From an optimization exercise on the open Yosys and OpenROAD flow, aimed at small area and a short achievable clock period; shortcuts taken in it are not production practice.
Only simulation tests tie the RTL to the original design; equivalence was not proved.
No activity file was given, so power comes from the tool's default toggle rates.

### design/flow/design.v
module mult_top(
    input clk,
    input  [15:0] x,
    input  [15:0] y,
    output [31:0] p_out
    );
    wire [2:0] on0, tw0, ng0;
    genvar g;
    generate for (g = 0; g < 3; g = g + 1) begin : benc
        wire b2 = x[11+2*g], b1 = x[10+2*g], b0 = x[9+2*g];
        assign on0[g] = b1 ^ b0;
        assign tw0[g] = (b2 ^ b1) & ~(b1 ^ b0);
        assign ng0[g] = b2 & ~(b1 & b0);           
    end endgenerate
    wire sx0 = x[9];
    wire [9:0] ax = x[9:0] ^ {10{sx0}};
    wire l3 = ax[8], l2 = ax[7], l1 = ax[6], l0 = |ax[5:0];
    wire h80 = l3, h70 = ~l3 & l2, h60 = ~l3 & ~l2 & l1, h00 = ~l3 & ~l2 & ~l1 & l0;
    wire [8:0] x20 = {ax[8] & ~h80, ax[7] & ~h70, ax[6] & ~h60, ax[5:1], ax[0] & ~h00};
    wire ps = x[9] ^ y[15];
    wire [15:0] ya = y ^ {16{y[15]}};
    wire zy = ~(ya[14] | ya[13] | ya[12]);
    wire [9:0] xs = zy ? 10'd0 : ({1'b0, x20} ^ {10{ps}});
    wire [12:0] oa0 = ya[14] ? {xs[9], xs, 2'b0} : ya[13] ? {{2{xs[9]}}, xs, 1'b0} : {{3{xs[9]}}, xs};
    reg [15:0] y1; reg [2:0] on, tw, ng; reg sx, h8, h7, h6, h0; reg [12:0] oa1;
    always @(posedge clk) begin
        y1 <= y; on <= on0; tw <= tw0; ng <= ng0;
        sx <= sx0; h8 <= h80; h7 <= h70; h6 <= h60; h0 <= h00; oa1 <= oa0;
    end
    wire b0_0 = (y1[0]&on[0])^ng[0];
    wire b0_1 = ((y1[1]&on[0])|(y1[0]&tw[0]))^ng[0];
    wire b0_2 = ((y1[2]&on[0])|(y1[1]&tw[0]))^ng[0];
    wire b0_3 = ((y1[3]&on[0])|(y1[2]&tw[0]))^ng[0];
    wire b0_4 = ((y1[4]&on[0])|(y1[3]&tw[0]))^ng[0];
    wire b0_5 = ((y1[5]&on[0])|(y1[4]&tw[0]))^ng[0];
    wire b0_6 = ((y1[6]&on[0])|(y1[5]&tw[0]))^ng[0];
    wire b0_7 = ((y1[7]&on[0])|(y1[6]&tw[0]))^ng[0];
    wire b0_8 = ((y1[8]&on[0])|(y1[7]&tw[0]))^ng[0];
    wire b0_9 = ((y1[9]&on[0])|(y1[8]&tw[0]))^ng[0];
    wire b0_10 = ((y1[10]&on[0])|(y1[9]&tw[0]))^ng[0];
    wire b0_11 = ((y1[11]&on[0])|(y1[10]&tw[0]))^ng[0];
    wire b0_12 = ((y1[12]&on[0])|(y1[11]&tw[0]))^ng[0];
    wire b0_13 = ((y1[13]&on[0])|(y1[12]&tw[0]))^ng[0];
    wire b0_14 = ((y1[14]&on[0])|(y1[13]&tw[0]))^ng[0];
    wire b0_15 = ((y1[15]&on[0])|(y1[14]&tw[0]))^ng[0];
    wire b0_16 = ~((y1[15]^ng[0])&(on[0]|tw[0]));
    wire b1_0 = (y1[0]&on[1])^ng[1];
    wire b1_1 = ((y1[1]&on[1])|(y1[0]&tw[1]))^ng[1];
    wire b1_2 = ((y1[2]&on[1])|(y1[1]&tw[1]))^ng[1];
    wire b1_3 = ((y1[3]&on[1])|(y1[2]&tw[1]))^ng[1];
    wire b1_4 = ((y1[4]&on[1])|(y1[3]&tw[1]))^ng[1];
    wire b1_5 = ((y1[5]&on[1])|(y1[4]&tw[1]))^ng[1];
    wire b1_6 = ((y1[6]&on[1])|(y1[5]&tw[1]))^ng[1];
    wire b1_7 = ((y1[7]&on[1])|(y1[6]&tw[1]))^ng[1];
    wire b1_8 = ((y1[8]&on[1])|(y1[7]&tw[1]))^ng[1];
    wire b1_9 = ((y1[9]&on[1])|(y1[8]&tw[1]))^ng[1];
    wire b1_10 = ((y1[10]&on[1])|(y1[9]&tw[1]))^ng[1];
    wire b1_11 = ((y1[11]&on[1])|(y1[10]&tw[1]))^ng[1];
    wire b1_12 = ((y1[12]&on[1])|(y1[11]&tw[1]))^ng[1];
    wire b1_13 = ((y1[13]&on[1])|(y1[12]&tw[1]))^ng[1];
    wire b1_14 = ((y1[14]&on[1])|(y1[13]&tw[1]))^ng[1];
    wire b1_15 = ((y1[15]&on[1])|(y1[14]&tw[1]))^ng[1];
    wire b1_16 = ~((y1[15]^ng[1])&(on[1]|tw[1]));
    wire b2_0 = (y1[0]&on[2])^ng[2];
    wire b2_1 = ((y1[1]&on[2])|(y1[0]&tw[2]))^ng[2];
    wire b2_2 = ((y1[2]&on[2])|(y1[1]&tw[2]))^ng[2];
    wire b2_3 = ((y1[3]&on[2])|(y1[2]&tw[2]))^ng[2];
    wire b2_4 = ((y1[4]&on[2])|(y1[3]&tw[2]))^ng[2];
    wire b2_5 = ((y1[5]&on[2])|(y1[4]&tw[2]))^ng[2];
    wire b2_6 = ((y1[6]&on[2])|(y1[5]&tw[2]))^ng[2];
    wire b2_7 = ((y1[7]&on[2])|(y1[6]&tw[2]))^ng[2];
    wire b2_8 = ((y1[8]&on[2])|(y1[7]&tw[2]))^ng[2];
    wire b2_9 = ((y1[9]&on[2])|(y1[8]&tw[2]))^ng[2];
    wire b2_10 = ((y1[10]&on[2])|(y1[9]&tw[2]))^ng[2];
    wire b2_11 = ((y1[11]&on[2])|(y1[10]&tw[2]))^ng[2];
    wire b2_12 = ((y1[12]&on[2])|(y1[11]&tw[2]))^ng[2];
    wire b2_13 = ((y1[13]&on[2])|(y1[12]&tw[2]))^ng[2];
    wire b2_14 = ((y1[14]&on[2])|(y1[13]&tw[2]))^ng[2];
    wire b2_15 = ((y1[15]&on[2])|(y1[14]&tw[2]))^ng[2];
    wire b2_16 = ~((y1[15]^ng[2])&(on[2]|tw[2]));
    wire [15:0] ys = y1 ^ {16{sx}};
    wire [24:0] ob = ({25{h0}} & {{9{ys[15]}},ys}) | ({25{h6}} & {{3{ys[15]}},ys,6'b0}) | ({25{h7}} & {{2{ys[15]}},ys,7'b0}) | ({25{h8}} & {ys[15],ys,8'b0});
    wire ob24n = ~ob[24];
    wire oa12n = ~oa1[12];
    wire q1 = ng[1]^oa1[0];
    wire q2 = ng[1]&oa1[0];
    wire q3 = oa1[1]^ob[13];
    wire q4 = oa1[1]&ob[13];
    wire q5 = ng[2]^oa1[2]^ob[14];
    wire q6 = (ng[2]&oa1[2])|(ng[2]&ob[14])|(oa1[2]&ob[14]);
    wire q7 = b0_4^b1_2;
    wire q8 = b0_4&b1_2;
    wire q9 = oa1[3]^ob[15]^b0_5;
    wire q10 = (oa1[3]&ob[15])|(oa1[3]&b0_5)|(ob[15]&b0_5);
    wire q11 = b1_3^b2_1;
    wire q12 = b1_3&b2_1;
    wire q13 = oa1[4]^ob[16]^b0_6;
    wire q14 = (oa1[4]&ob[16])|(oa1[4]&b0_6)|(ob[16]&b0_6);
    wire q15 = b1_4^b2_2;
    wire q16 = b1_4&b2_2;
    wire q17 = oa1[5]^ob[17]^b0_7;
    wire q18 = (oa1[5]&ob[17])|(oa1[5]&b0_7)|(ob[17]&b0_7);
    wire q19 = b1_5^b2_3;
    wire q20 = b1_5&b2_3;
    wire q21 = oa1[6]^ob[18]^b0_8;
    wire q22 = (oa1[6]&ob[18])|(oa1[6]&b0_8)|(ob[18]&b0_8);
    wire q23 = b1_6^b2_4;
    wire q24 = b1_6&b2_4;
    wire q25 = oa1[7]^ob[19]^b0_9;
    wire q26 = (oa1[7]&ob[19])|(oa1[7]&b0_9)|(ob[19]&b0_9);
    wire q27 = b1_7^b2_5;
    wire q28 = b1_7&b2_5;
    wire q29 = oa1[8]^ob[20]^b0_10;
    wire q30 = (oa1[8]&ob[20])|(oa1[8]&b0_10)|(ob[20]&b0_10);
    wire q31 = b1_8^b2_6;
    wire q32 = b1_8&b2_6;
    wire q33 = oa1[9]^ob[21]^b0_11;
    wire q34 = (oa1[9]&ob[21])|(oa1[9]&b0_11)|(ob[21]&b0_11);
    wire q35 = b1_9^b2_7;
    wire q36 = b1_9&b2_7;
    wire q37 = oa1[10]^ob[22]^b0_12;
    wire q38 = (oa1[10]&ob[22])|(oa1[10]&b0_12)|(ob[22]&b0_12);
    wire q39 = b1_10^b2_8;
    wire q40 = b1_10&b2_8;
    wire q41 = oa1[11]^ob[23]^b0_13;
    wire q42 = (oa1[11]&ob[23])|(oa1[11]&b0_13)|(ob[23]&b0_13);
    wire q43 = b1_11^b2_9;
    wire q44 = b1_11&b2_9;
    wire q45 = oa12n^ob24n^b0_14;
    wire q46 = (oa12n&ob24n)|(oa12n&b0_14)|(ob24n&b0_14);
    wire q47 = b1_12^b2_10;
    wire q48 = b1_12&b2_10;
    wire q49 = 1'b1^b0_15^b1_13;
    wire q50 = (1'b1&b0_15)|(1'b1&b1_13)|(b0_15&b1_13);
    wire q51 = q1^ob[12];
    wire q52 = q1&ob[12];
    wire q53 = q2^b0_3^b1_1;
    wire q54 = (q2&b0_3)|(q2&b1_1)|(b0_3&b1_1);
    wire q55 = b2_0^q4^q7;
    wire q56 = (b2_0&q4)|(b2_0&q7)|(q4&q7);
    wire q57 = q8^q11^q6;
    wire q58 = (q8&q11)|(q8&q6)|(q11&q6);
    wire q59 = q12^q15^q10;
    wire q60 = (q12&q15)|(q12&q10)|(q15&q10);
    wire q61 = q16^q19^q14;
    wire q62 = (q16&q19)|(q16&q14)|(q19&q14);
    wire q63 = q20^q23^q18;
    wire q64 = (q20&q23)|(q20&q18)|(q23&q18);
    wire q65 = q24^q27^q22;
    wire q66 = (q24&q27)|(q24&q22)|(q27&q22);
    wire q67 = q28^q31^q26;
    wire q68 = (q28&q31)|(q28&q26)|(q31&q26);
    wire q69 = q32^q35^q30;
    wire q70 = (q32&q35)|(q32&q30)|(q35&q30);
    wire q71 = q36^q39^q34;
    wire q72 = (q36&q39)|(q36&q34)|(q39&q34);
    wire q73 = q40^q43^q38;
    wire q74 = (q40&q43)|(q40&q38)|(q43&q38);
    wire q75 = q44^q47^q42;
    wire q76 = (q44&q47)|(q44&q42)|(q47&q42);
    wire q77 = b2_11^q48^q46;
    wire q78 = (b2_11&q48)|(b2_11&q46)|(q48&q46);
    wire q79 = b0_16^b1_14^b2_12;
    wire q80 = (b0_16&b1_14)|(b0_16&b2_12)|(b1_14&b2_12);
    wire q81 = 1'b1^b1_15;
    wire q82 = 1'b1&b1_15;
    wire q83 = ng[0]^ob[10];
    wire q84 = ng[0]&ob[10];
    wire q85 = ob[11]^b0_1;
    wire q86 = ob[11]&b0_1;
    wire q87 = b0_2^b1_0^q51;
    wire q88 = (b0_2&b1_0)|(b0_2&q51)|(b1_0&q51);
    wire q89 = q52^q3^q53;
    wire q90 = (q52&q3)|(q52&q53)|(q3&q53);
    wire q91 = q5^q54^q55;
    wire q92 = (q5&q54)|(q5&q55)|(q54&q55);
    wire q93 = q9^q56^q57;
    wire q94 = (q9&q56)|(q9&q57)|(q56&q57);
    wire q95 = q13^q58^q59;
    wire q96 = (q13&q58)|(q13&q59)|(q58&q59);
    wire q97 = q17^q60^q61;
    wire q98 = (q17&q60)|(q17&q61)|(q60&q61);
    wire q99 = q21^q62^q63;
    wire q100 = (q21&q62)|(q21&q63)|(q62&q63);
    wire q101 = q25^q64^q65;
    wire q102 = (q25&q64)|(q25&q65)|(q64&q65);
    wire q103 = q29^q66^q67;
    wire q104 = (q29&q66)|(q29&q67)|(q66&q67);
    wire q105 = q33^q68^q69;
    wire q106 = (q33&q68)|(q33&q69)|(q68&q69);
    wire q107 = q37^q70^q71;
    wire q108 = (q37&q70)|(q37&q71)|(q70&q71);
    wire q109 = q41^q72^q73;
    wire q110 = (q41&q72)|(q41&q73)|(q72&q73);
    wire q111 = q45^q74^q75;
    wire q112 = (q45&q74)|(q45&q75)|(q74&q75);
    wire q113 = q49^q76^q77;
    wire q114 = (q49&q76)|(q49&q77)|(q76&q77);
    wire q115 = q50^q79^q78;
    wire q116 = (q50&q79)|(q50&q78)|(q79&q78);
    wire q117 = b2_13^q81^q80;
    wire q118 = (b2_13&q81)|(b2_13&q80)|(q81&q80);
    wire q119 = b1_16^b2_14^q82;
    wire q120 = (b1_16&b2_14)|(b1_16&q82)|(b2_14&q82);
    wire q121 = 1'b1^b2_15;
    wire q122 = 1'b1&b2_15;
    wire [31:0] ra = {1'b1,b2_16,q121,q119,q117,q115,q113,q111,q109,q107,q105,q103,q101,q99,q97,q95,q93,q91,q89,q87,q85,q83,ob[9],ob[8],ob[7],ob[6],ob[5],ob[4],ob[3],ob[2],ob[1],ob[0]};
    wire [31:0] rb = {1'b0,q122,q120,q118,q116,q114,q112,q110,q108,q106,q104,q102,q100,q98,q96,q94,q92,q90,q88,q86,q84,b0_0,1'b0,1'b0,1'b0,1'b0,1'b0,1'b0,1'b0,1'b0,1'b0,1'b0};
    wire [16:0] lo = ra[15:0] + rb[15:0];
    reg [15:0] r2lo; reg r2c; reg [15:0] r2a, r2b;
    always @(posedge clk) begin
        r2lo <= lo[15:0]; r2c <= lo[16]; r2a <= ra[31:16]; r2b <= rb[31:16];
    end
    wire [16:0] h3 = {r2a, 1'b1} + {r2b, r2c};
    assign p_out = {h3[16:1], r2lo};
endmodule
### design/flow/flow/run.sh
#!/bin/bash
# The standard layout; the only change is the port buffer cell (buf_1 instead of the default).
set -euo pipefail
export BUFFER_PORTS_ARGS="-buffer_cell sky130_fd_sc_hd__buf_1"
bash standard.sh > standard.log 2>&1
### design/flow/standard.sh
#!/bin/bash
# synth_recipe.tcl (not shown) runs the flow's synth.tcl, then flattens the netlist and writes it again
# the make line also repeats each setting of config.mk as NAME=value (left out here)
make -C /OpenROAD-flow-scripts/flow DESIGN_CONFIG=/design/flow/config.mk WORK_HOME=/design/flow/orfs CLKGATE_MAP_FILE= SYNTH_SCRIPT=/design/flow/synth_recipe.tcl "${@:-finish}"
### design/flow/config.mk
export PLATFORM = sky130hd
export DESIGN_NAME = mult_top
export DESIGN_NICKNAME = mult_top
export VERILOG_FILES = /design/flow/design.v
export SDC_FILE = /design/flow/constraint.sdc
export NUM_CORES = 4
export LEC_CHECK = 0
export CAP_MARGIN = 20
export CORE_MARGIN = 2
export CORE_UTILIZATION = 60
export SETUP_SLACK_MARGIN = 1.9
export SLEW_MARGIN = 20
### design/flow/constraint.sdc
create_clock -name core_clock -period 5.0 [get_ports {clk}]
set_input_delay 1.0000 -clock core_clock [delete_from_list [all_inputs] [get_ports {clk}]]
set_output_delay 1.0000 -clock core_clock [all_outputs]
set_load 0.01 [all_outputs]
==> results of run 1 <==
Yosys cell counts, types with 2 or more instances:
master / instances / area share [%]
fa_1: 44 / 14
o22ai_1: 9 / 0.89
dfxtp_1: 88 / 28
a221oi_1: 17 / 2.4
o221a_2: 13 / 2.3
o21ai_0: 27 / 2.1
buf_2: 11 / 0.87
xnor2_1: 52 / 7.2
nor2b_1: 8 / 0.79
nor3_1: 7 / 0.56
nand2b_1: 6 / 0.60
xor2_1: 40 / 5.6
a221o_1: 4 / 0.64
o21bai_1: 4 / 0.48
nor2_1: 20 / 1.2
o21ai_1: 5 / 0.40
o211ai_1: 2 / 0.24
a22oi_1: 56 / 6.7
o31ai_1: 4 / 0.48
and2_1: 11 / 1.1
a21o_1: 5 / 0.60
nand3_1: 7 / 0.56
ha_1: 41 / 8.1
mux2i_1: 3 / 0.48
a31oi_1: 2 / 0.20
clkbuf_1: 46 / 2.7
nand2_1: 24 / 1.4
buf_1: 3 / 0.18
a211oi_1: 3 / 0.36
inv_1: 61 / 3.6
a21oi_1: 24 / 1.9
o221ai_1: 5 / 0.70
power breakdown:
part	total (mW)	leakage, nW	switching [mW]	internal (mW)
Clock	0.594	0.123	0.258	0.336
Sequential	1.05	0.745	0.142	0.906
Combinational	2.60	2.10	1.36	1.24
Total	4.24	2.97	1.76	2.48
path summary, 6_finish.rpt:
path | from | to | slack, ns | cells after the start
setup / recovery | r2c | p_out[19] | 1.73 | 12
hold / removal | h0 | r2lo[3] | 0.60 | 1
setup reg to reg | h7 | r2a[1] | 2.06 | 8
hold reg to reg | h0 | r2lo[3] | 0.60 | 1
cell type report:
class                           count  area share, %
Clock buffer                       10           1.76
Timing Repair Buffer               92           6.67
Multi-Input combinational cell    459           59.1
Tap cell                          136           2.35
Inverter                           61           3.27
Sequential cell                    88           25.3
Clock inverter                      6           1.59
flip-flops by register name, summed over array words and instances (netlist names):
register  count
sx            1
r2lo         16
r2c           1
h7            1
r2a          15
on            3
r2b          15
tw            3
h8            1
y1           16
h6            1
oa1          11
h0            1
ng            3
cell families after synthesis:
group | after synthesis
adder cells (fa/ha/maj) | 86
multiplexers | 3
AND/OR/NAND/NOR | 88
flip-flops | 88
AO/OA/AOI/OAI | 190
buffers and inverters | 121
XOR/XNOR | 92
stage by stage:
stage | setup WS [ns] | power [mW] | std cells | utilization [%] | hold WS [ns]
after detailed placement | 1.43 | 3.09 | 813 | 63.3 | 0.707
after floorplan | 1.91 | 2.56 | 668 | - | 0.570
after global placement | 1.48 | 3.02 | 813 | 63.3 | 0.702
after global routing | 1.65 | 4.57 | 852 | 70.4 | 0.620
after CTS | 1.79 | 3.97 | 843 | 68.5 | 0.628
final | 1.73 | 4.24 | 852 | 70.4 | 0.601
layer usage:
layer | up-vias | track usage [%] | part of all wire, %
met4 | 0 | 11.7 | 2.7
li1 | 2410 | - | -
met1 | 2442 | 34.1 | 43
met5 | - | 0 | 0
met3 | 28 | 4.48 | 5.0
met2 | 173 | 45.7 | 49
timing repair:
action / in CTS / in global routing
hold endpoints to repair: 0 / 0
pin swaps: 22 / 22
buffers inserted: 14 / 9
setup endpoints to repair: 26 / 13
hold buffers: 0 / 0
resized for setup: 57 / 50
layout by cell type (no fill, tap or decap), types with 6 or more instances in the layout:
cell,netlist,layout
dfxtp_2,0,26
o22ai_1,9,9
ha_1,41,32
nand2_1,24,23
dfxtp_1,88,53
and2_1,11,11
buf_4,0,23
buf_1,3,53
a221oi_1,17,15
nor2b_1,8,7
a22oi_1,56,56
inv_1,61,58
o21ai_0,27,23
o21ai_1,5,8
buf_2,11,10
clkbuf_8,0,9
dfxtp_4,0,9
nor2_1,20,17
a21oi_1,24,19
xnor2_1,52,52
fa_1,44,43
nand2b_1,6,6
o221a_2,13,13
xor2_1,40,40
==> reports/metrics.yaml, run 1 <==
worst_setup_path:
  cp-start-kind: "flip-flop"
  critPathSlowestCell: "fa_2"
  crit_top_cell: "buf_6"
  required_ns: 4.00
  cpPeakStageDelay_ns: 0.41
  worst-path-max-fanout: 2
  critPathBufInv: 6
  cp_cell_sequence: "inv_2 -> fa_2 -> nor2b_4 -> buf_6 -> buf_6 -> buf_6 -> buf_6 -> nor2_4 -> nor2_2 -> nor2_1 -> xnor2_1 -> buf_2"
  setup.worst_path.end_class: "primary output"
  cpLargestDelayFamily: "buffers and inverters"
  critPathArrivalTime_ns: 2.27
  criticalPathCategory: "flip-flop to primary output"
layout:
  register_area_sq_um: 1830
  nets: 829
  drive_above_1_share_pct: 19.6
  multi_input_area_sq_um: 4280
  diodes: 0
  syn2layout_area_growth_pct: 14.9
  fillCellCount: 774
  design_area_sq_um: 7240
timing:
  rsz0062_at_grt: "yes"
  finalHoldViolations: 0
  slew_headroom_pct: 39.7
  post-route-min-period_ns: 3.27
  max_freq_mhz: 306
  worstMarginPinSlew_ns: 0.904
  tns_ns: 0
  finalSetupViolCount: 0
  skew_ns: 0.00699
  period_share_pct: 65.3
  final-max-slew-violation-count: 0
logic_synthesis:
  yosys.area_share.simple_pct: 6.78
  syn_area_sq_um: 6300
  synth_top_family_by_area: "adder cells"
  ys.flop_type: "dfxtp_1"
  synth_compound_area_share_pct: 22.2
  yosysSeqAreaShare_pct: 28.0
  synthCells: 668
  synthArstFlopShare_pct: 0
  synth-edff-count: 0
  synthAdderAreaFrac_pct: 22.3
  synth.area.mux_share_pct: 0.477
  synth_nets: 786
  yosysWarnings: 1
  yosys_register_bits: 88
  synth_cell_type_count: 48
  syn_avg_cell_area_sq_um: 9.43
  synth_xor_area_share_pct: 12.8
global_routing:
  grt_pass1_wl_mm: 23.8
  antenna_found_initial: 0
  grt_usage_pct: 27.0
  gr-total-overflow: 0
  grt_pass1_vias: 4815
  grt_start_max_net_pins: 24
power:
  leakage_nw: 2.97
  power.density_nw_per_um2: 586
  ir_drop_uv: 546
floorplan:
  dieArea_sq_um: 11300
  row_count: 37
  die_x_microns: 106
  start_util_pct: 61.3
  dieHeight_microns: 106
  core_area_sq_um: 10300
  ios: 65
route:
  avgViaCountPerCell: 5.93
  dr.pass1.iters: 5
  drt-initial-drc-count: 326
  wl_per_cell_microns: 17.9
  totalWireLength_mm: 15.2
  drcViolationCount: 0
  ant_nets: 0
  num_vias: 5053
place:
  io_buffers: 64
  dpl-instance-area_sq_um: 6500
  dpl.hpwl_mm: 10.8
  gp_congestion: 0.867
clock_network:
  clkTransAtPathRegs_ns: 0.09
  htreeDepth: 3
  worstSkewPairLatency_ns: 0.37
  cts.sinks: 88
  clk_path_buf_depth: 2
  root_buffer: "clkbuf_8"
  cts-buffers-inserted: 9
  cts_tree: "done"
flow_run:
  maxCapViolCount: 0
min_path:
  hold_class: "flip-flop to flip-flop"
outcome:
  outcome: "timing/DRC/antenna clean"
==> run 2, diff against run 1 <==
--- a/design/flow/config.mk
+++ b/design/flow/config.mk
@@ -8,5 +8,5 @@
 export CAP_MARGIN = 20
 export CORE_MARGIN = 2
 export CORE_UTILIZATION = 60
-export SETUP_SLACK_MARGIN = 1.9
+export SETUP_SLACK_MARGIN = 2.2
 export SLEW_MARGIN = 20
==> run 2 against run 1 <==
Still clean. Synthesized cell count unchanged. Global-route usage grew 0.64 points. Maximum frequency is 4.7% lower. Synthesized area is the same. Sequential power hardly changed. Critical endpoint unchanged. Largest power group unchanged.
==> reports/metrics.yaml, run 2 <==
layout:
  multi_input_area_sq_um: 4510
  fin_cells: 877
  fillCellCount: 745
  diodes: 0
  layout_commonest_cell: "inv_1"
  nets: 854
  register_area_sq_um: 1850
  layout_common_cells: "inv_1, xnor2_1, a22oi_1, buf_1, dfxtp_1"
  reg_top3: "r2lo (16), y1 (16)"
  drive_above_1_share_pct: 27.9
  design_area_sq_um: 7680
  syn2layout_area_growth_pct: 21.9
global_routing:
  grt_start_max_net_pins: 35
  grt_pass1_vias: 5023
  grt_pass1_wl_mm: 24.8
  grt_usage_pct: 27.7
  antenna_found_initial: 0
  gr-total-overflow: 0
outcome:
  outcome: "timing/DRC/antenna clean"
min_path:
  hold_class: "flip-flop to flip-flop"
worst_setup_path:
  required_ns: 4.00
  cpLargestDelayFamily: "buffers and inverters"
  cp_cell_sequence: "inv_2 -> fa_2 -> nor2b_4 -> buf_6 -> buf_6 -> buf_6 -> buf_6 -> buf_6 -> nor2_2 -> nor2_1 -> nor2_1 -> xnor2_1 -> buf_2"
  critPathBufInv: 7
  criticalPathCategory: "flip-flop to primary output"
  critPathSlowestCell: "fa_2"
  setup.worst_path.end_class: "primary output"
  crit_top_cell: "buf_6"
  cpPeakStageDelay_ns: 0.42
  critPathArrivalTime_ns: 2.43
  cp-start-kind: "flip-flop"
  worst-path-max-fanout: 2
floorplan:
  dieArea_sq_um: 11300
  row_count: 37
  die_x_microns: 106
  ios: 65
  start_util_pct: 61.3
  dieHeight_microns: 106
  core_area_sq_um: 10300
clock_network:
  worstSkewPairLatency_ns: 0.37
  clk_path_buf_depth: 2
  cts_tree: "done"
  ctsHoldBuffers: 0
  root_buffer: "clkbuf_8"
  htreeDepth: 3
  clkTransAtPathRegs_ns: 0.09
  cts-buffers-inserted: 9
  cts.sinks: 88
logic_synthesis:
  synthTopCellsByCount: "dfxtp_1, inv_1, a22oi_1"
  yosys.area.top_type: "dfxtp_1"
  syn_area_sq_um: 6300
  yosys_register_bits: 88
  synthCells: 668
  synth_nets: 786
  yosys.cell_count.top_type: "dfxtp_1"
  synthTopCellsByArea: "dfxtp_1, fa_1, ha_1"
  synth_cell_type_count: 48
  ys.flop_type: "dfxtp_1"
  yosysWarnings: 1
  syn_avg_cell_area_sq_um: 9.43
  synthArstFlopShare_pct: 0
  yosysSeqAreaShare_pct: 28.0
  synth_top_cell_area_share_pct: 28.0
  synth-edff-count: 0
place:
  dpl-instance-area_sq_um: 6540
  dpl.hpwl_mm: 10.7
  dp_cells: 810
  gp_congestion: 0.828
  io_buffers: 64
timing:
  tns_ns: 0
  post-route-min-period_ns: 3.43
  period_share_pct: 68.5
  slew_headroom_pct: 41.1
  skew_ns: 0.0107
  max_freq_mhz: 292
  final-max-slew-violation-count: 0
  finalSetupViolCount: 0
  worstMarginPinSlew_ns: 0.883
  rsz0062_at_grt: "yes"
  finalHoldViolations: 0
power:
  leakage_nw: 3.12
  power_frac_seq_pct: 24.0
  p_int_mw: 2.54
  switching_share_pct: 42.0
  power.density_nw_per_um2: 571
  ir_drop_uv: 523
  p_sw_mw: 1.84
  power_frac_comb_pct: 64.7
  p_clk_share_pct: 11.3
route:
  drt-initial-drc-count: 378
  ant_nets: 0
  totalWireLength_mm: 15.8
  drcViolationCount: 0
  wl_per_cell_microns: 18.0
  avgViaCountPerCell: 5.90
  num_vias: 5171
  dr.pass1.iters: 6
flow_run:
  maxCapViolCount: 0
## run 2: cell counts after synthesis
No cell type changed its count.
## run 2: metal layers
metal / routed length [microns] / global-route usage, % / part of all wire, %
met1: 6840 / 35.9 / 43
met5: 0 / 0 / 0
met3: 657 / 4.60 / 4.2
met2: 8080 / 47.0 / 51
met4: 241 / 9.28 / 1.5
## run 2: logic make-up (layout without fill, tap and decap cells)
logic type	after synthesis	after routing	synth area share (%)
AO/OA/AOI/OAI	190	190	22.2
buffers and inverters	121	194	7.43
XOR/XNOR	92	92	12.8
flip-flops	88	88	28.0
AND/OR/NAND/NOR	88	88	6.78
adder cells (fa/ha/maj)	86	86	22.3
multiplexers	3	3	0.477
## run 2: area by class of cell
cell class | instances | share of cell area, %
well taps | 136 | 2.22
clock buffers | 9 | 1.61
flip-flops and latches | 88 | 24.1
inverters | 61 | 3.03
clock inverters | 7 | 1.01
multi-input cells | 459 | 58.8
repair buffers | 117 | 9.23
## run 2: final timing paths
| kind | from | to | slack [ns] | depth (start not counted) |
|---|---|---|---|---|
| worst max-delay path | r2b[0] | p_out[19] | 1.57 | 13 |
| worst max register to register | sx | r2c | 2.08 | 11 |
| worst min-delay path | h0 | r2lo[1] | 0.61 | 1 |
| worst min register to register | h0 | r2lo[1] | 0.61 | 1 |
## run 2: worst register-to-register path, stage by stage (launching register included)
cell and delay, ns:
dfxtp_4 0.39, buf_6 0.14, xor2_4 0.18, a22oi_2 0.21, o21ai_2 0.12, ha_4 0.18
fa_1 0.56, fa_1 0.46, ha_4 0.28, nor2b_4 0.13, o21ai_2 0.12, nand2b_1 0.06
## run 2: power groups by stage
stage / sequential, mW / combinational, mW / clock, mW
5_1_grt: 1.07 / 3.10 / 0.536
3_3_place_gp: 1.04 / 2.00 / 0
4_1_cts: 1.06 / 2.43 / 0.508
3_5_place_dp: 1.04 / 2.07 / 0
6_report: 1.05 / 2.83 / 0.496
2_1_floorplan: 0.971 / 1.63 / 0
## run 2: what timing repair did
item,4_1_cts,5_1_grt
setup endpoints to repair,42,23
resized for setup,98,59
pin swaps,36,40
buffers inserted,26,25
## run 2: per-stage QoR
step                total power, mW  hold slack (ns)  setup WS, ns  util [%]
finish                         4.38            0.607          1.57      74.7
global route                   4.71            0.623          1.50      74.7
CTS                            3.99            0.605          1.78      70.2
detailed placement             3.12            0.706          1.34      63.6
global placement               3.04            0.697          1.41      63.6
floorplan                      2.60            0.570          2.20         -
==> run 3, diff against run 2 <==
--- a/design/flow/config.mk
+++ b/design/flow/config.mk
@@ -8,5 +8,6 @@
 export CAP_MARGIN = 20
 export CORE_MARGIN = 2
 export CORE_UTILIZATION = 60
-export SETUP_SLACK_MARGIN = 2.2
+export PLACE_DENSITY = 0.8
+export SETUP_SLACK_MARGIN = 1.6
 export SLEW_MARGIN = 20
==> run 3 against run 2 <==
Largest power group unchanged. Clock-buffer cell count increased by 1. Synthesized cell count stayed put. Via count shrank 2.6%. Total power down 13%. Die area stayed put. Sequential share of layout area increased by 1.6 points. Maximum frequency up 4.4%. Still clean on timing, DRC and antenna. Critical path depth shrank 5. Setup slack better by 0.15 ns. Final cell count down 4.4%. Final area down 9.8%. Non-clock buffer count decreased by 39.
==> reports/metrics.yaml, run 3 <==
place:
  dpl.hpwl_mm: 10.8
  gp_congestion: 0.889
  io_buffers: 64
  dp_slack_ns: 1.42
  dpl-instance-area_sq_um: 6500
floorplan:
  dieArea_sq_um: 11300
  core_area_sq_um: 10300
  start_util_pct: 61.3
  ios: 65
  die_x_microns: 106
  dieHeight_microns: 106
  row_count: 37
global_routing:
  grt_start_max_net_pins: 47
  grt_pass1_wl_mm: 23.8
  grt_pass1_vias: 4828
  gr-total-overflow: 0
  antenna_found_initial: 0
  grt_usage_pct: 26.4
layout:
  design_area_sq_um: 6930
  layout_common_cells: "dfxtp_1, buf_1, inv_1, a22oi_1, xnor2_1"
  register_area_sq_um: 1780
  syn2layout_area_growth_pct: 10.0
  drive_above_1_share_pct: 10.4
  nets: 815
  diodes: 0
  fillCellCount: 819
  layout_commonest_cell: "dfxtp_1"
  reg_top3: "r2lo (16), y1 (16)"
  multi_input_area_sq_um: 4160
timing:
  final-max-slew-violation-count: 0
  max_freq_mhz: 305
  slew_headroom_pct: 42.1
  worstMarginPinSlew_ns: 0.868
  tns_ns: 0
  post-route-min-period_ns: 3.28
  rsz0062_at_grt: "yes"
  skew_ns: 0.00955
  period_share_pct: 65.6
  finalSetupViolCount: 0
  finalHoldViolations: 0
  setup_slack_ns: 1.72
power:
  power_frac_seq_pct: 27.0
  p_sw_mw: 1.62
  power.density_nw_per_um2: 547
  switching_share_pct: 42.6
  leakage_nw: 2.84
  p_int_mw: 2.18
  power_frac_comb_pct: 58.2
  ir_drop_uv: 431
  p_clk_share_pct: 14.7
  total_power_mw: 3.79
logic_synthesis:
  syn_avg_cell_area_sq_um: 9.43
  synthCells: 668
  yosysWarnings: 1
  yosys.area.top_type: "dfxtp_1"
  synth-edff-count: 0
  yosysSeqAreaShare_pct: 28.0
  yosys_register_bits: 88
  synthArstFlopShare_pct: 0
  syn_area_sq_um: 6300
  yosys.cell_count.top_type: "dfxtp_1"
  ys.flop_type: "dfxtp_1"
  synthTopCellsByCount: "dfxtp_1, inv_1, a22oi_1"
  synth_top_cell_area_share_pct: 28.0
  synth_cell_type_count: 48
  synthTopCellsByArea: "dfxtp_1, fa_1, ha_1"
  synth_nets: 786
worst_setup_path:
  critPathSlowestCell: "ha_2"
  worst-path-max-fanout: 3
  critPathArrivalTime_ns: 2.28
  cp-start-kind: "flip-flop"
  cpPeakStageDelay_ns: 0.37
  cpLargestDelayFamily: "compound AO/OA/AOI/OAI gates"
  criticalPathCategory: "flip-flop to primary output"
  setup.worst_path.end_class: "primary output"
  critPathBufInv: 1
  regToRegSetupSlack_ns: 1.76
  cp_cell_sequence: "ha_2 -> nand3_1 -> a21o_1 -> a311oi_4 -> nor3_1 -> o21bai_1 -> xor2_1 -> buf_1"
  required_ns: 4.00
clock_network:
  root_buffer: "clkbuf_8"
  clk_path_buf_depth: 2
  cts_tree: "done"
  clkTransAtPathRegs_ns: 0.09
  cts.sinks: 88
  ctsHoldBuffers: 0
  htreeDepth: 3
  worstSkewPairLatency_ns: 0.37
  cts-buffers-inserted: 9
route:
  dr.pass1.iters: 6
  num_vias: 5036
  drcViolationCount: 0
  ant_nets: 0
  avgViaCountPerCell: 6.01
  drt-initial-drc-count: 491
  totalWireLength_mm: 14.5
  wl_per_cell_microns: 17.3
flow_run:
  maxCapViolCount: 0
outcome:
  outcome: "timing/DRC/antenna clean"
min_path:
  hold_class: "flip-flop to flip-flop"
[run 3: area by class of cell]
| type | count | share of cell area, % |
|---|---|---|
| Tap cell | 136 | 2.46 |
| Multi-Input combinational cell | 459 | 60.0 |
| Clock inverter | 6 | 1.30 |
| Inverter | 61 | 3.41 |
| Sequential cell | 88 | 25.7 |
| Timing Repair Buffer | 78 | 5.11 |
| Clock buffer | 10 | 1.99 |
[run 3: final timing paths]
check | end | from | cells after the start
hold / removal | r2lo[1] | h0 | 1
setup / recovery | p_out[28] | r2b[4] | 8
setup reg to reg | r2c | sx | 12
hold reg to reg | r2lo[1] | h0 | 1
[run 3: per-stage QoR]
stage | utilization (%) | std cells | hold slack [ns]
2_1_floorplan | - | 668 | 0.570
3_3_place_gp | 63.2 | 812 | 0.687
3_5_place_dp | 63.2 | 812 | 0.688
4_1_cts | 65.6 | 829 | 0.712
5_1_grt | 67.4 | 838 | 0.656
6_report | 67.4 | 838 | 0.636
[run 3: metal layers]
layer / global-route usage, % / vias up / share of wire [%]
li1: - / 2387 / -
met1: 33.9 / 2425 / 42
met2: 46.4 / 199 / 50
met3: 4.54 / 25 / 6.0
met4: 6.68 / 0 / 1.7
met5: 0 / - / 0
[run 3: power groups by stage]
| stage | sequential [mW] | clock, mW | combinational (mW) |
|---|---|---|---|
| finish | 1.03 | 0.559 | 2.21 |
| global route | 1.04 | 0.599 | 2.49 |
| CTS | 1.01 | 0.567 | 2.07 |
| detailed placement | 1.03 | 0 | 2.06 |
| global placement | 1.03 | 0 | 1.96 |
| floorplan | 0.971 | 0 | 1.58 |
[run 3: logic make-up after synthesis]
group / after synthesis / synth area share (%)
adder cells (fa/ha/maj): 86 / 22.3
flip-flops: 88 / 28.0
buffers and inverters: 121 / 7.43
XOR/XNOR: 92 / 12.8
multiplexers: 3 / 0.477
AND/OR/NAND/NOR: 88 / 6.78
AO/OA/AOI/OAI: 190 / 22.2
[run 3: what timing repair did]
action                                 CTS  global route
pin swaps                                1             4
setup endpoints to repair                4            10
endpoints found under the hold margin    0             0
resized for setup                        3            30
buffers inserted                         1             9
[run 3: worst reg2reg max path: stages (launching register included)]
cell and delay (ns):
dfxtp_1 0.33, clkbuf_8 0.33, xor2_1 0.30, a22oi_1 0.14, o21ai_0 0.17, fa_1 0.23, inv_1 0.06, fa_1 0.56
inv_1 0.07, fa_1 0.47, ha_1 0.33, o21ai_0 0.09, nand2b_1 0.07
==> run 4, diff against run 3 <==
--- a/design/flow/config.mk
+++ b/design/flow/config.mk
@@ -8,6 +8,5 @@
 export CAP_MARGIN = 20
 export CORE_MARGIN = 2
 export CORE_UTILIZATION = 60
-export PLACE_DENSITY = 0.8
-export SETUP_SLACK_MARGIN = 1.6
+export SETUP_SLACK_MARGIN = 1.45
 export SLEW_MARGIN = 20
==> run 4 against run 3 <==
First-iteration DRC count fell by 30%. Sequential share of layout area rose by 0.50 points. Still clean on timing, DRC and antenna. Clock skew rose by 0.0032 ns. Largest power group unchanged. Routed wire length fell by 3.0%. Synthesized area did not move.
==> reports/metrics.yaml, run 4 <==
clock_network:
  root_buffer: "clkbuf_8"
  cts.sinks: 88
  clkTransAtPathRegs_ns: 0.09
  cts_tree: "done"
  worstSkewPairLatency_ns: 0.37
  cts-buffers-inserted: 9
  htreeDepth: 3
  ctsHoldBuffers: 0
  clk_path_buf_depth: 2
power:
  leakage_nw: 2.79
  power.density_nw_per_um2: 530
  ir_drop_uv: 465
layout:
  nets: 810
  drive_above_1_share_pct: 7.17
  layout_commonest_cell: "dfxtp_1"
  final_core_util_pct: 65.8
  diodes: 0
  reg_top3: "r2lo (16), y1 (16)"
  design_area_sq_um: 6770
  syn2layout_area_growth_pct: 7.45
  fin_cells: 833
  layout_common_cells: "dfxtp_1, buf_1, inv_1, a22oi_1, xnor2_1"
timing:
  finalSetupViolCount: 0
  final-max-slew-violation-count: 0
  period_share_pct: 67.9
  finalHoldViolations: 0
  tns_ns: 0
  skew_ns: 0.0128
  slew_headroom_pct: 41.9
  post-route-min-period_ns: 3.40
  worstMarginPinSlew_ns: 0.871
  rsz0062_at_grt: "no"
  max_freq_mhz: 294
floorplan:
  die_x_microns: 106
  core_area_sq_um: 10300
  dieHeight_microns: 106
  row_count: 37
  start_util_pct: 61.3
  dieArea_sq_um: 11300
  ios: 65
logic_synthesis:
  yosys.cell_count.top_type: "dfxtp_1"
  yosys_register_bits: 88
  synth_top_cell_area_share_pct: 28.0
  yosys.area.top_type: "dfxtp_1"
  synth-edff-count: 0
  synthArstFlopShare_pct: 0
  synthCells: 668
  synthTopCellsByCount: "dfxtp_1, inv_1, a22oi_1"
  ys.flop_type: "dfxtp_1"
  synthTopCellsByArea: "dfxtp_1, fa_1, ha_1"
  syn_area_sq_um: 6300
  synth_cell_type_count: 48
  synth_nets: 786
  yosysWarnings: 1
  syn_avg_cell_area_sq_um: 9.43
  yosysSeqAreaShare_pct: 28.0
global_routing:
  grt_pass1_vias: 4633
  grt_start_max_net_pins: 35
  grt_usage_pct: 25.7
  antenna_found_initial: 0
  grt_pass1_wl_mm: 22.9
  gr-total-overflow: 0
route:
  avgViaCountPerCell: 5.91
  drt-initial-drc-count: 344
  ant_nets: 0
  totalWireLength_mm: 14.1
  num_vias: 4922
  dr.pass1.iters: 5
  wl_per_cell_microns: 16.9
  drcViolationCount: 0
worst_setup_path:
  required_ns: 4.00
  worst-path-max-fanout: 3
  criticalPathCategory: "flip-flop to primary output"
  setup.worst_path.end_class: "primary output"
  cp-start-kind: "flip-flop"
  critPathArrivalTime_ns: 2.40
place:
  dp_cells: 813
  dpl-instance-area_sq_um: 6500
  io_buffers: 64
  gp_congestion: 0.886
  dpl.hpwl_mm: 10.6
outcome:
  outcome: "timing/DRC/antenna clean"
flow_run:
  maxCapViolCount: 0
min_path:
  hold_class: "flip-flop to flip-flop"
run 4: per-layer routing:
layer  vias up  routed length [microns]  global-route usage [%]
met5         -                        0                       0
met4         0                      424                    9.55
met3        33                      767                    4.66
met2       184                     6670                    43.7
met1      2332                     6210                    32.8
li1       2373                        -                       -
run 4: stage by stage:
step	hold slack (ns)	total power, mW	worst slack [ns]
after floorplan	0.570	2.56	1.88
after CTS	0.699	3.60	1.46
final	0.644	3.59	1.60
after detailed placement	0.717	3.09	1.32
after global routing	0.668	3.94	1.46
after global placement	0.703	3.02	1.50
run 4: final timing paths:
kind         cells after the start  slack, ns  startpoint   endpoint
max                              9       1.60         r2c  p_out[29]
min                              1       0.64          h0    r2lo[3]
max reg2reg                     11       1.71          h7        r2c
min reg2reg                      1       0.64          h0    r2lo[3]
run 4: where the power goes:
group          internal (mW)  leakage [nW]  switching [mW]
registers              0.894         0.741           0.121
clock network          0.251         0.101           0.260
logic                  0.904          1.95            1.15
run 4: layout make-up:
cell class / count / area, sq um
multi-input cells: 459 / 4070
fillers: 881 / 3510
flip-flops and latches: 88 / 1770
repair buffers: 73 / 308
inverters: 61 / 233
well taps: 136 / 170
clock buffers: 10 / 138
clock inverters: 6 / 73.8
run 4: logic make-up (layout without fill, tap and decap cells):
family / count (synthesis) / after routing / share of synthesized area, %
xor gates and xnor gates: 92 / 92 / 12.8
DFF: 88 / 88 / 28.0
adders and majority gates: 86 / 86 / 22.3
AOI/OAI and AO/OA: 190 / 190 / 22.2
and+or+nand+nor: 88 / 88 / 6.78
buffers and inverters: 121 / 150 / 7.43
muxes: 3 / 3 / 0.477
run 4: what timing repair did:
| item | 4_1_cts | 5_1_grt |
|---|---|---|
| pin swaps | 0 | 1 |
| endpoints found under the setup margin | 2 | 5 |
| gates cloned | 0 | 0 |
| setup buffers | 0 | 4 |
| gates resized for setup | 2 | 7 |
run 4: critical path, cell delays in order (launching register included):
cell,delay [ns]
dfxtp_1,0.35
inv_1,0.07
fa_1,0.46
nor2b_1,0.18
o21bai_1,0.13
a21oi_2,0.25
o221ai_1,0.21
a21oi_1,0.19
a31oi_1,0.05
buf_1,0.13
==> run 5, diff against run 4 <==
--- a/design/flow/config.mk
+++ b/design/flow/config.mk
@@ -8,5 +8,5 @@
 export CAP_MARGIN = 20
 export CORE_MARGIN = 2
 export CORE_UTILIZATION = 60
-export SETUP_SLACK_MARGIN = 1.45
+export SETUP_SLACK_MARGIN = 1.75
 export SLEW_MARGIN = 20
==> run 5 against run 4 <==
Sequential cell count unchanged. Die area unchanged. Hold slack worse by 0.0014 ns. Setup slack better by 0.17 ns. Global-route usage up 0.43 points. Core utilization up 2.5 points. Largest power group unchanged.
==> reports/metrics.yaml, run 5 <==
outcome:
  outcome: "timing/DRC/antenna clean"
logic_synthesis:
  synth_top_cell_area_share_pct: 28.0
  yosys.cell_count.top_type: "dfxtp_1"
  ys.flop_type: "dfxtp_1"
  synthCells: 668
  syn_avg_cell_area_sq_um: 9.43
  syn_area_sq_um: 6300
  synth_nets: 786
  synthArstFlopShare_pct: 0
  synth-edff-count: 0
  yosys.area.top_type: "dfxtp_1"
  yosysWarnings: 1
  synthTopCellsByArea: "dfxtp_1, fa_1, ha_1"
  yosys_register_bits: 88
  yosysSeqAreaShare_pct: 28.0
  synthTopCellsByCount: "dfxtp_1, inv_1, a22oi_1"
  synth_cell_type_count: 48
layout:
  layout_commonest_cell: "dfxtp_1"
  multi_input_area_sq_um: 4250
  layout_common_cells: "dfxtp_1, inv_1, buf_1, a22oi_1, xnor2_1"
  register_area_sq_um: 1800
  diodes: 0
  final_core_util_pct: 68.3
  syn2layout_area_growth_pct: 11.6
  reg_top3: "r2lo (16), y1 (16)"
  drive_above_1_share_pct: 14.7
  fillCellCount: 830
  nets: 816
global_routing:
  grt_pass1_vias: 4677
  grt_usage_pct: 26.2
  grt_start_max_net_pins: 35
  gr-total-overflow: 0
  grt_pass1_wl_mm: 23.2
  antenna_found_initial: 0
route:
  avgViaCountPerCell: 5.92
  num_vias: 4963
  drcViolationCount: 0
  drt-initial-drc-count: 343
  totalWireLength_mm: 14.7
  wl_per_cell_microns: 17.5
  ant_nets: 0
  dr.pass1.iters: 5
place:
  dpl.hpwl_mm: 10.6
  gp_congestion: 0.886
  io_buffers: 64
timing:
  slew_headroom_pct: 42.3
  skew_ns: 0.0142
  post-route-min-period_ns: 3.23
  max_freq_mhz: 310
  worstMarginPinSlew_ns: 0.866
  tns_ns: 0
  finalHoldViolations: 0
  final-max-slew-violation-count: 0
  finalSetupViolCount: 0
  rsz0062_at_grt: "yes"
  period_share_pct: 64.5
min_path:
  hold_class: "flip-flop to flip-flop"
  hold_depth: 1
  hp-start: "h0"
power:
  ir_drop_uv: 502
  leakage_nw: 2.86
  power.density_nw_per_um2: 563
floorplan:
  dieArea_sq_um: 11300
  row_count: 37
  core_area_sq_um: 10300
  die_x_microns: 106
  ios: 65
  start_util_pct: 61.3
  dieHeight_microns: 106
worst_setup_path:
  required_ns: 4.00
  critPathArrivalTime_ns: 2.23
  cp-start-kind: "flip-flop"
  startpoint: "r2a[3]"
  setup.worst_path.end_class: "primary output"
  r2r-start: "h6"
  criticalPathCategory: "flip-flop to primary output"
  worst-path-max-fanout: 4
  r2r_cells: 10
clock_network:
  root_buffer: "clkbuf_8"
  clkTransAtPathRegs_ns: 0.09
  ctsHoldBuffers: 0
  worstSkewPairLatency_ns: 0.38
  cts.sinks: 88
  clk_path_buf_depth: 2
  cts_tree: "done"
  htreeDepth: 3
  cts-buffers-inserted: 9
flow_run:
  maxCapViolCount: 0
==> run 5: cell types whose count changed in the layout (fill, tap and decap cells not counted), sizes merged <==
| cell | change |
|---|---|
| buf | +3 |
| clkbuf | +3 |
| clkinvlp | +1 |
| inv | -1 |
==> run 5: final cells by class <==
type | count | share of cell area [%]
Timing Repair Buffer | 79 | 5.13
Tap cell | 136 | 2.42
Multi-Input combinational cell | 459 | 60.5
Clock buffer | 10 | 1.96
Inverter | 61 | 3.37
Sequential cell | 88 | 25.6
Clock inverter | 6 | 1.05
==> run 5: layer usage <==
metal | track usage (%) | part of all wire, %
met1 | 33.2 | 44
met2 | 44.7 | 48
met3 | 4.66 | 5.0
met4 | 9.65 | 2.9
met5 | 0 | 0
==> run 5: cells by family (layout without fill, tap and decap cells) <==
logic type	after synthesis	in the layout	synth area share [%]
DFF	88	88	28.0
AOI/OAI and AO/OA	190	190	22.2
xor gates and xnor gates	92	92	12.8
and+or+nand+nor	88	88	6.78
buffers and inverters	121	156	7.43
muxes	3	3	0.477
adders and majority gates	86	86	22.3
==> run 5: path summary, 6_finish.rpt <==
check	slack, ns	end
hold reg to reg	0.64	r2lo[3]
hold / removal	0.64	r2lo[3]
setup / recovery	1.77	p_out[24]
setup reg to reg	1.86	r2c
==> run 5: critical path, stage by stage, from the launching register on <==
cell       delay, ns
dfxtp_2         0.34
ha_4            0.26
a21o_1          0.19
a21oi_4         0.25
nand2_2         0.12
a2111oi_4       0.32
nor3_2          0.09
xor2_1          0.14
buf_2           0.14
==> run 5: what timing repair did <==
action | in CTS | in global routing
setup buffers | 3 | 7
setup endpoints to repair | 21 | 11
pin swaps | 5 | 11
gates resized for setup | 20 | 48
==> run 5: stage by stage <==
step	hold slack [ns]	cells	cell area (sq um)	total power, mW	setup slack, ns
floorplan	0.570	668	6300	2.56	1.88
global route	0.667	839	7020	4.28	1.70
global placement	0.703	813	6500	3.02	1.50
finish	0.643	839	7020	3.95	1.77
CTS	0.632	832	6820	3.70	1.73
detailed placement	0.717	813	6500	3.09	1.32
==> run 5: power by group <==
part | leakage [nW] | internal [mW] | switching [mW] | total, mW
sequential | 0.742 | 0.903 | 0.139 | 1.04
clock | 0.101 | 0.251 | 0.261 | 0.512
combinational | 2.01 | 1.09 | 1.31 | 2.40
total | 2.86 | 2.24 | 1.71 | 3.95
==> run 6, diff against run 5 <==
--- a/design/flow/config.mk
+++ b/design/flow/config.mk
@@ -7,6 +7,7 @@
 export LEC_CHECK = 0
 export CAP_MARGIN = 20
 export CORE_MARGIN = 2
-export CORE_UTILIZATION = 60
+export CORE_UTILIZATION = 70
+export PLACE_DENSITY = 0.8
 export SETUP_SLACK_MARGIN = 1.75
 export SLEW_MARGIN = 20
==> run 6 against run 5 <==
Final cell count down 3.0%. Sequential cell count unchanged. Routed wire length is 7.6% higher. First-iteration DRC count grew 8.2%. Final area up 0.18%. Total power rose by 2.6%. Register-to-register slack got worse by 0.08 ns.
==> reports/metrics.yaml, run 6 <==
timing:
  period_share_pct: 65.7
  holdWs_ns: 0.640
  tns_ns: 0
  rsz0062_at_grt: "yes"
  final-max-slew-violation-count: 0
  finalSetupViolCount: 0
  max_freq_mhz: 305
  post-route-min-period_ns: 3.28
  finalHoldViolations: 0
  worstMarginPinSlew_ns: 0.843
  skew_ns: 0.0160
  slew_headroom_pct: 43.8
floorplan:
  ios: 65
  row_count: 34
  core_area_sq_um: 8720
  dieHeight_microns: 98.8
  die_x_microns: 98.8
  start_util_pct: 72.2
  dieArea_sq_um: 9770
logic_synthesis:
  syn_avg_cell_area_sq_um: 9.43
  yosysSeqAreaShare_pct: 28.0
  synth-edff-count: 0
  syn_area_sq_um: 6300
  synthTopCellsByArea: "dfxtp_1, fa_1, ha_1"
  synthTopCellsByCount: "dfxtp_1, inv_1, a22oi_1"
  yosys.cell_count.top_type: "dfxtp_1"
  synth_top_cell_area_share_pct: 28.0
  synth_nets: 786
  synthCells: 668
  synthArstFlopShare_pct: 0
  yosysWarnings: 1
  yosys.area.top_type: "dfxtp_1"
  yosys_register_bits: 88
  ys.flop_type: "dfxtp_1"
  synth_cell_type_count: 48
worst_setup_path:
  cpPeakStageDelay_ns: 0.37
  critPathSlowestCell: "a311oi_4"
  worst-path-max-fanout: 4
  cpLargestDelayFamily: "compound AO/OA/AOI/OAI gates"
  criticalPathCategory: "flip-flop to primary output"
  critPathArrivalTime_ns: 2.28
  cp-start-kind: "flip-flop"
  setup.worst_path.end_class: "primary output"
  cp_cell_sequence: "ha_4 -> nand3_1 -> a21o_1 -> a311oi_4 -> nor3_2 -> o21bai_1 -> xor2_1 -> buf_2"
  required_ns: 4.00
  critPathBufInv: 1
flow_run:
  maxCapViolCount: 0
global_routing:
  antenna_found_initial: 0
  grt_pass1_vias: 4933
  grt_start_max_net_pins: 35
  grt_pass1_wl_mm: 24.1
  gr-total-overflow: 0
  grt_usage_pct: 30.8
power:
  leakage_nw: 2.89
  power.density_nw_per_um2: 576
  ir_drop_uv: 332
clock_network:
  ctsHoldBuffers: 0
  clk_path_buf_depth: 2
  worstSkewPairLatency_ns: 0.35
  clkTransAtPathRegs_ns: 0.08
  cts_tree: "done"
  root_buffer: "clkbuf_8"
  cts-buffers-inserted: 9
  htreeDepth: 3
  cts.sinks: 88
layout:
  drive_above_1_share_pct: 14.2
  nets: 819
  diodes: 0
  layout_commonest_cell: "dfxtp_1"
  design_area_sq_um: 7040
  syn2layout_area_growth_pct: 11.8
  layout_common_cells: "dfxtp_1, inv_1, buf_1, a22oi_1, xnor2_1"
  fin_cells: 814
  fillCellCount: 541
  final_core_util_pct: 80.7
  reg_top3: "r2lo (16), y1 (16)"
route:
  drcViolationCount: 0
  ant_nets: 0
  dr.pass1.iters: 5
  totalWireLength_mm: 15.8
  num_vias: 5181
  avgViaCountPerCell: 6.36
  drt-initial-drc-count: 371
  wl_per_cell_microns: 19.4
place:
  gp_congestion: 0.959
  io_buffers: 64
  dpl.hpwl_mm: 11.1
  dp_cells: 784
  dpl-instance-area_sq_um: 6460
min_path:
  hold_class: "flip-flop to flip-flop"
outcome:
  outcome: "timing/DRC/antenna clean"
## run 6: final cells by class
type,count,area (sq um),share of cell area [%]
clock buffers,10,138,1.96
inverters,61,236,3.36
well taps,108,135,1.92
clock inverters,6,115,1.64
flip-flops and latches,88,1800,25.5
repair inverters,1,5.00,0.0711
multi-input cells,459,4230,60.1
repair buffers,81,383,5.44
## run 6: per-layer routing
metal | wire length, microns | track usage [%] | part of all wire, %
met1 | 6230 | 37.9 | 39
met2 | 8220 | 54.9 | 52
met3 | 953 | 5.04 | 6.0
met4 | 405 | 10.3 | 2.6
met5 | 0 | 0 | 0
## run 6: cell families after synthesis
group                    count (synthesis)  synth area share [%]
AO/OA/AOI/OAI                          190                  22.2
XOR/XNOR                                92                  12.8
adder cells (fa/ha/maj)                 86                  22.3
buffers and inverters                  121                  7.43
flip-flops                              88                  28.0
multiplexers                             3                 0.477
AND/OR/NAND/NOR                         88                  6.78
## run 6: per-stage QoR
step                total power [mW]  setup WS, ns
floorplan                       2.56          1.88
global placement                2.99          1.52
detailed placement              3.11          1.43
CTS                             3.85          1.73
global route                    4.35          1.66
finish                          4.06          1.72
## run 6: final timing paths
kind          start        end  slack, ns  cells after the start
max          r2b[3]  p_out[28]       1.72                      8
min              h0    r2lo[1]       0.64                      1
max reg2reg   y1[2]        r2c       1.78                      9
min reg2reg      h0    r2lo[1]       0.64                      1
## run 6: power by group
group / leakage, nW / switching, mW / total, mW / internal [mW]
combinational: 2.02 / 1.33 / 2.40 / 1.07
clock: 0.123 / 0.254 / 0.602 / 0.348
sequential: 0.742 / 0.153 / 1.06 / 0.902
## run 6: what timing repair did
action,CTS,global route
gates cloned,0,1
setup buffers,5,8
pin swaps,4,7
endpoints found under the setup margin,18,11
resized for setup,24,35
==> run 7, diff against run 6 <==
==> design/flow/config.mk (replaced) <==
export PLATFORM = sky130hd
export DESIGN_NAME = mult_top
export DESIGN_NICKNAME = mult_top
export VERILOG_FILES = /design/flow/design.v
export SDC_FILE = /design/flow/constraint.sdc
export NUM_CORES = 4
export LEC_CHECK = 0
export CAP_MARGIN = 0
export CORE_MARGIN = 2
export CORE_UTILIZATION = 60
export PLACE_DENSITY = 0.8
export SETUP_SLACK_MARGIN = 1.75
export SLEW_MARGIN = 0
==> run 7 against run 6 <==
Largest power group unchanged. Still clean. Maximum frequency fell by 0.39%. Clock skew fell by 0.0066 ns. Non-clock buffer count fell by 6. Clock-buffer cell count did not move. Final cell count rose by 2.6%. First-iteration DRC count rose by 18%. Total power fell by 3.6%. Critical path depth did not move. Sequential share of layout area rose by 0.079 points. Routed wire length fell by 7.3%.
==> reports/metrics.yaml, run 7 <==
logic_synthesis:
  yosysWarnings: 1
  synthCells: 668
  syn_area_sq_um: 6300
  synthTopCellsByArea: "dfxtp_1, fa_1, ha_1"
  synthArstFlopShare_pct: 0
  synth_nets: 786
  yosysSeqAreaShare_pct: 28.0
  yosys_register_bits: 88
  yosys.area.top_type: "dfxtp_1"
  synth_top_cell_area_share_pct: 28.0
  ys.flop_type: "dfxtp_1"
  synthTopCellsByCount: "dfxtp_1, inv_1, a22oi_1"
  synth_cell_type_count: 48
  syn_avg_cell_area_sq_um: 9.43
  yosys.cell_count.top_type: "dfxtp_1"
  synth-edff-count: 0
min_path:
  hold_depth: 1
  hold_class: "flip-flop to flip-flop"
  hp-start: "h0"
  min_to: "r2lo[3]"
flow_run:
  maxCapViolCount: 0
place:
  gp_congestion: 0.889
  io_buffers: 64
  dpl.hpwl_mm: 10.8
  dp_cells: 812
  dpl-instance-area_sq_um: 6500
timing:
  tns_ns: 0
  finalSetupViolCount: 0
  final-max-slew-violation-count: 0
  rsz0062_at_grt: "yes"
  post-route-min-period_ns: 3.30
  finalHoldViolations: 0
  skew_ns: 0.00945
  max_freq_mhz: 303
  worstMarginPinSlew_ns: 0.891
  period_share_pct: 65.9
  slew_headroom_pct: 40.6
worst_setup_path:
  critPathSlowestCell: "a311oi_4"
  worst-path-max-fanout: 4
  regToRegSetupSlack_ns: 1.81
  cp_cell_sequence: "ha_4 -> nand3_2 -> a21o_1 -> a311oi_4 -> nor3_1 -> o21bai_1 -> xor2_1 -> buf_2"
  r2r-start: "y1[5]"
  cpPeakStageDelay_ns: 0.36
  r2r_cells: 10
  setup.worst_path.end_class: "primary output"
  required_ns: 4.00
  timing.rr.end: "r2c"
  criticalPathCategory: "flip-flop to primary output"
  cp-start-kind: "flip-flop"
  critPathArrivalTime_ns: 2.30
global_routing:
  grt_pass1_vias: 4844
  grt_start_max_net_pins: 47
  grt_usage_pct: 26.7
  gr-total-overflow: 0
  antenna_found_initial: 0
  grt_pass1_wl_mm: 24.0
power:
  ir_drop_uv: 443
  power.density_nw_per_um2: 558
  leakage_nw: 2.86
  total_power_mw: 3.91
clock_network:
  worstSkewPairLatency_ns: 0.36
  cts_tree: "done"
  htreeDepth: 3
  clkTransAtPathRegs_ns: 0.09
  ctsHoldBuffers: 0
  cts-buffers-inserted: 9
  clk_path_buf_depth: 2
  cts.sinks: 88
  root_buffer: "clkbuf_8"
layout:
  fin_cells: 835
  layout_common_cells: "dfxtp_1, inv_1, buf_1, a22oi_1, xnor2_1"
  reg_top3: "r2lo (16), y1 (16)"
  design_area_sq_um: 7000
  layout_commonest_cell: "dfxtp_1"
  syn2layout_area_growth_pct: 11.2
  diodes: 0
  drive_above_1_share_pct: 13.4
  nets: 812
  final_core_util_pct: 68.1
route:
  totalWireLength_mm: 14.7
  avgViaCountPerCell: 5.98
  dr.pass1.iters: 5
  drcViolationCount: 0
  wl_per_cell_microns: 17.6
  drt-initial-drc-count: 438
  num_vias: 4991
  ant_nets: 0
floorplan:
  die_x_microns: 106
  row_count: 37
  dieArea_sq_um: 11300
  core_area_sq_um: 10300
  start_util_pct: 61.3
  dieHeight_microns: 106
  ios: 65
outcome:
  outcome: "timing/DRC/antenna clean"
## run 7: cell counts after synthesis
Identical to the previous run, type by type.
## run 7: final cells by class
cell class | count | area (sq um)
multi-input combinational | 459 | 4230
clock buffer | 10 | 138
fill | 806 | 3280
clock inverter | 6 | 90.1
timing repair buffer | 75 | 348
tap | 136 | 170
sequential | 88 | 1790
inverter | 61 | 236
## run 7: critical path, delay by kind of cell, from the launching register on
kind            cells  cell delay [ns]
flops               1             0.34
fa+ha+maj           1             0.29
simple gates        2             0.17
compound gates      3             0.80
xor+xnor            1             0.18
buf+inv             1             0.15
## run 7: cell families (layout without fill, tap and decap cells)
group                      count (synthesis)  in the layout  synth area share (%)
AOI/OAI and AO/OA                        190            190                  22.2
and+or+nand+nor                           88             88                  6.78
DFF                                       88             88                  28.0
buffers and inverters                    121            152                  7.43
muxes                                      3              3                 0.477
xor gates and xnor gates                  92             92                  12.8
adders and majority gates                 86             86                  22.3
## run 7: metal layers
metal / GRT usage, % / up-vias / part of all wire (%)
met3: 4.29 / 26 / 5.4
met4: 6.22 / 0 / 1.5
met2: 47.9 / 203 / 50
met1: 33.8 / 2385 / 43
li1: - / 2377 / -
met5: 0 / - / 0
## run 7: worst max-delay path by stage
stage                start   endpoint  slack [ns]  cells past startpoint
global route        r2a[1]  p_out[30]        1.65                      9
detailed placement      h7        r2c        1.42                     11
floorplan            ng[0]        r2c        1.88                     10
CTS                  on[0]        r2c        1.71                     12
global placement        h7        r2c        1.57                     10
finish              r2a[1]  p_out[28]        1.70                      8
## run 7: stage by stage
step	setup WS [ns]	hold slack, ns
floorplan	1.88	0.570
global placement	1.57	0.687
detailed placement	1.42	0.688
CTS	1.71	0.712
global route	1.65	0.656
finish	1.70	0.636
## run 7: power by group
| group | internal [mW] | switching [mW] |
|---|---|---|
| logic | 1.06 | 1.25 |
| clock network | 0.298 | 0.259 |
| registers | 0.903 | 0.143 |
| total | 2.26 | 1.65 |
## run 7: what timing repair did
action | 4_1_cts | 5_1_grt
endpoints found under the hold margin | 0 | 0
setup endpoints to repair | 10 | 11
cloned | 0 | 0
resized for setup | 21 | 42
setup buffers | 4 | 3
pin swaps | 5 | 13
==> run 8, diff against run 7 <==
==> design/flow/config.mk (replaced) <==
export PLATFORM = sky130hd
export DESIGN_NAME = mult_top
export DESIGN_NICKNAME = mult_top
export VERILOG_FILES = /design/flow/design.v
export SDC_FILE = /design/flow/constraint.sdc
export NUM_CORES = 4
export LEC_CHECK = 0
export CAP_MARGIN = 20
export CORE_MARGIN = 2
export CORE_UTILIZATION = 60
export SETUP_SLACK_MARGIN = 1.6
export SLEW_MARGIN = 20
==> run 8 against run 7 <==
Via count fell by 0.70%. Clock-buffer cell count did not move. Hold slack improved by 0.0050 ns. Sequential power barely moved. Clock power fell by 8.4%. Global-route usage fell by 0.95 points. Synthesized cell count did not move. Critical path depth rose by 1.
==> reports/metrics.yaml, run 8 <==
timing:
  finalSetupViolCount: 0
  rsz0062_at_grt: "yes"
  post-route-min-period_ns: 3.33
  final-max-slew-violation-count: 0
  slew_headroom_pct: 41.2
  skew_ns: 0.0127
  tns_ns: 0
  period_share_pct: 66.7
  worstMarginPinSlew_ns: 0.882
  max_freq_mhz: 300
  finalHoldViolations: 0
logic_synthesis:
  synth_cell_type_count: 48
  synth-edff-count: 0
  synthArstFlopShare_pct: 0
  synth_top_family_by_area: "adder cells"
  yosys_register_bits: 88
  yosysWarnings: 1
  synth_compound_area_share_pct: 22.2
  synthCells: 668
  syn_avg_cell_area_sq_um: 9.43
  synth_nets: 786
  synthTopCellsByCount: "dfxtp_1, inv_1, a22oi_1"
  yosys.area_share.simple_pct: 6.78
  syn_area_sq_um: 6300
  synth.area.mux_share_pct: 0.477
  ys.flop_type: "dfxtp_1"
  yosysSeqAreaShare_pct: 28.0
  synth_top_cell_area_share_pct: 28.0
  synth_xor_area_share_pct: 12.8
  synthAdderAreaFrac_pct: 22.3
  yosys.cell_count.top_type: "dfxtp_1"
  yosys.area.top_type: "dfxtp_1"
  synthTopCellsByArea: "dfxtp_1, fa_1, ha_1"
route:
  totalWireLength_mm: 14.3
  drcViolationCount: 0
  ant_nets: 0
  drt-initial-drc-count: 334
  wl_per_cell_microns: 17.1
  num_vias: 4956
  dr.pass1.iters: 5
  avgViaCountPerCell: 5.94
worst_setup_path:
  worst-path-max-fanout: 3
  critPathSlowestCell: "fa_1"
  cpPeakStageDelay_ns: 0.47
  critPathArrivalTime_ns: 2.33
  cp_cell_sequence: "inv_1 -> fa_1 -> nor2b_2 -> o21bai_2 -> a21oi_2 -> buf_4 -> o41ai_2 -> xnor2_1 -> clkbuf_2"
  criticalPathCategory: "flip-flop to primary output"
  cp-start-kind: "flip-flop"
  required_ns: 4.00
  setup.worst_path.end_class: "primary output"
clock_network:
  worstSkewPairLatency_ns: 0.37
  htreeDepth: 3
  clk_path_buf_depth: 2
  root_buffer: "clkbuf_8"
  cts-buffers-inserted: 9
  clkTransAtPathRegs_ns: 0.09
  cts.sinks: 88
  cts_tree: "done"
floorplan:
  row_count: 37
  dieArea_sq_um: 11300
  ios: 65
  core_area_sq_um: 10300
  die_x_microns: 106
  start_util_pct: 61.3
  dieHeight_microns: 106
layout:
  final_core_util_pct: 66.9
  layout_commonest_cell: "dfxtp_1"
  layout_common_cells: "dfxtp_1, buf_1, inv_1, a22oi_1, xnor2_1"
  nets: 812
  reg_top3: "r2lo (16), y1 (16)"
  diodes: 0
  drive_above_1_share_pct: 9.44
  design_area_sq_um: 6880
  syn2layout_area_growth_pct: 9.22
  fin_cells: 835
global_routing:
  grt_pass1_vias: 4632
  gr-total-overflow: 0
  grt_usage_pct: 25.7
  grt_start_max_net_pins: 35
  grt_pass1_wl_mm: 22.9
  antenna_found_initial: 0
power:
  leakage_nw: 2.82
  power.density_nw_per_um2: 543
  ir_drop_uv: 489
  total_power_mw: 3.73
flow_run:
  maxCapViolCount: 0
place:
  io_buffers: 64
  gp_congestion: 0.886
  dpl.hpwl_mm: 10.6
  dp_cells: 813
  dpl-instance-area_sq_um: 6500
min_path:
  hold_class: "flip-flop to flip-flop"
outcome:
  outcome: "timing/DRC/antenna clean"
run 8: through the flow:
| stage | hold WS, ns | setup slack [ns] |
|---|---|---|
| after global routing | 0.668 | 1.55 |
| final | 0.641 | 1.67 |
| after CTS | 0.699 | 1.61 |
| after floorplan | 0.570 | 1.88 |
| after global placement | 0.703 | 1.50 |
| after detailed placement | 0.717 | 1.32 |
run 8: path summary, 6_finish.rpt:
kind	to	from	cells past startpoint	slack [ns]
max reg2reg	r2c	y1[2]	9	1.76
min reg2reg	r2lo[3]	h0	1	0.64
min	r2lo[3]	h0	1	0.64
max	p_out[27]	r2c	9	1.67
run 8: routing by layer:
metal  vias to the layer above  share of wire (%)  track usage (%)
met5                         -                  0                0
met2                       198                 48             43.7
met1                      2346                 44             32.8
met4                         0                2.7             9.55
met3                        32                5.6             4.66
li1                       2380                  -                -
run 8: cell type report:
type / count / area [sq um]
clock buffers: 10 / 138
inverters: 61 / 233
well taps: 136 / 170
clock inverters: 6 / 73.8
multi-input cells: 459 / 4160
fillers: 865 / 3400
flip-flops and latches: 88 / 1780
repair buffers: 75 / 327
run 8: kinds of logic (layout without fill, tap and decap cells):
group / Yosys count / in the layout
compound gates: 190 / 190
xor+xnor: 92 / 92
fa+ha+maj: 86 / 86
buf+inv: 121 / 152
flops: 88 / 88
mux: 3 / 3
simple gates: 88 / 88
run 8: worst max-delay path, delay by kind of cell (launching register included):
family | cells | cell delay (ns)
xor+xnor | 1 | 0.17
simple gates | 1 | 0.18
compound gates | 3 | 0.41
flops | 1 | 0.36
buf+inv | 3 | 0.38
fa+ha+maj | 1 | 0.47
run 8: where the power goes:
group	switching [mW]	leakage (nW)	internal, mW
sequential	0.135	0.741	0.894
combinational	1.21	1.98	0.988
clock	0.259	0.101	0.251
run 8: timing repair:
action	in CTS	in global routing
pin swaps	1	4
gates cloned	0	0
setup endpoints to repair	5	7
gates resized for setup	6	21
hold buffers	0	0
setup buffers	0	6

Check on run 8: ideal ports give 1.667 ns setup slack; a clkbuf_16 on the clock port and buf_2 on the inputs give 1.632 ns; moving port delays by the midpoint clock arrival (0.399 ns) as well gives 1.756 ns.
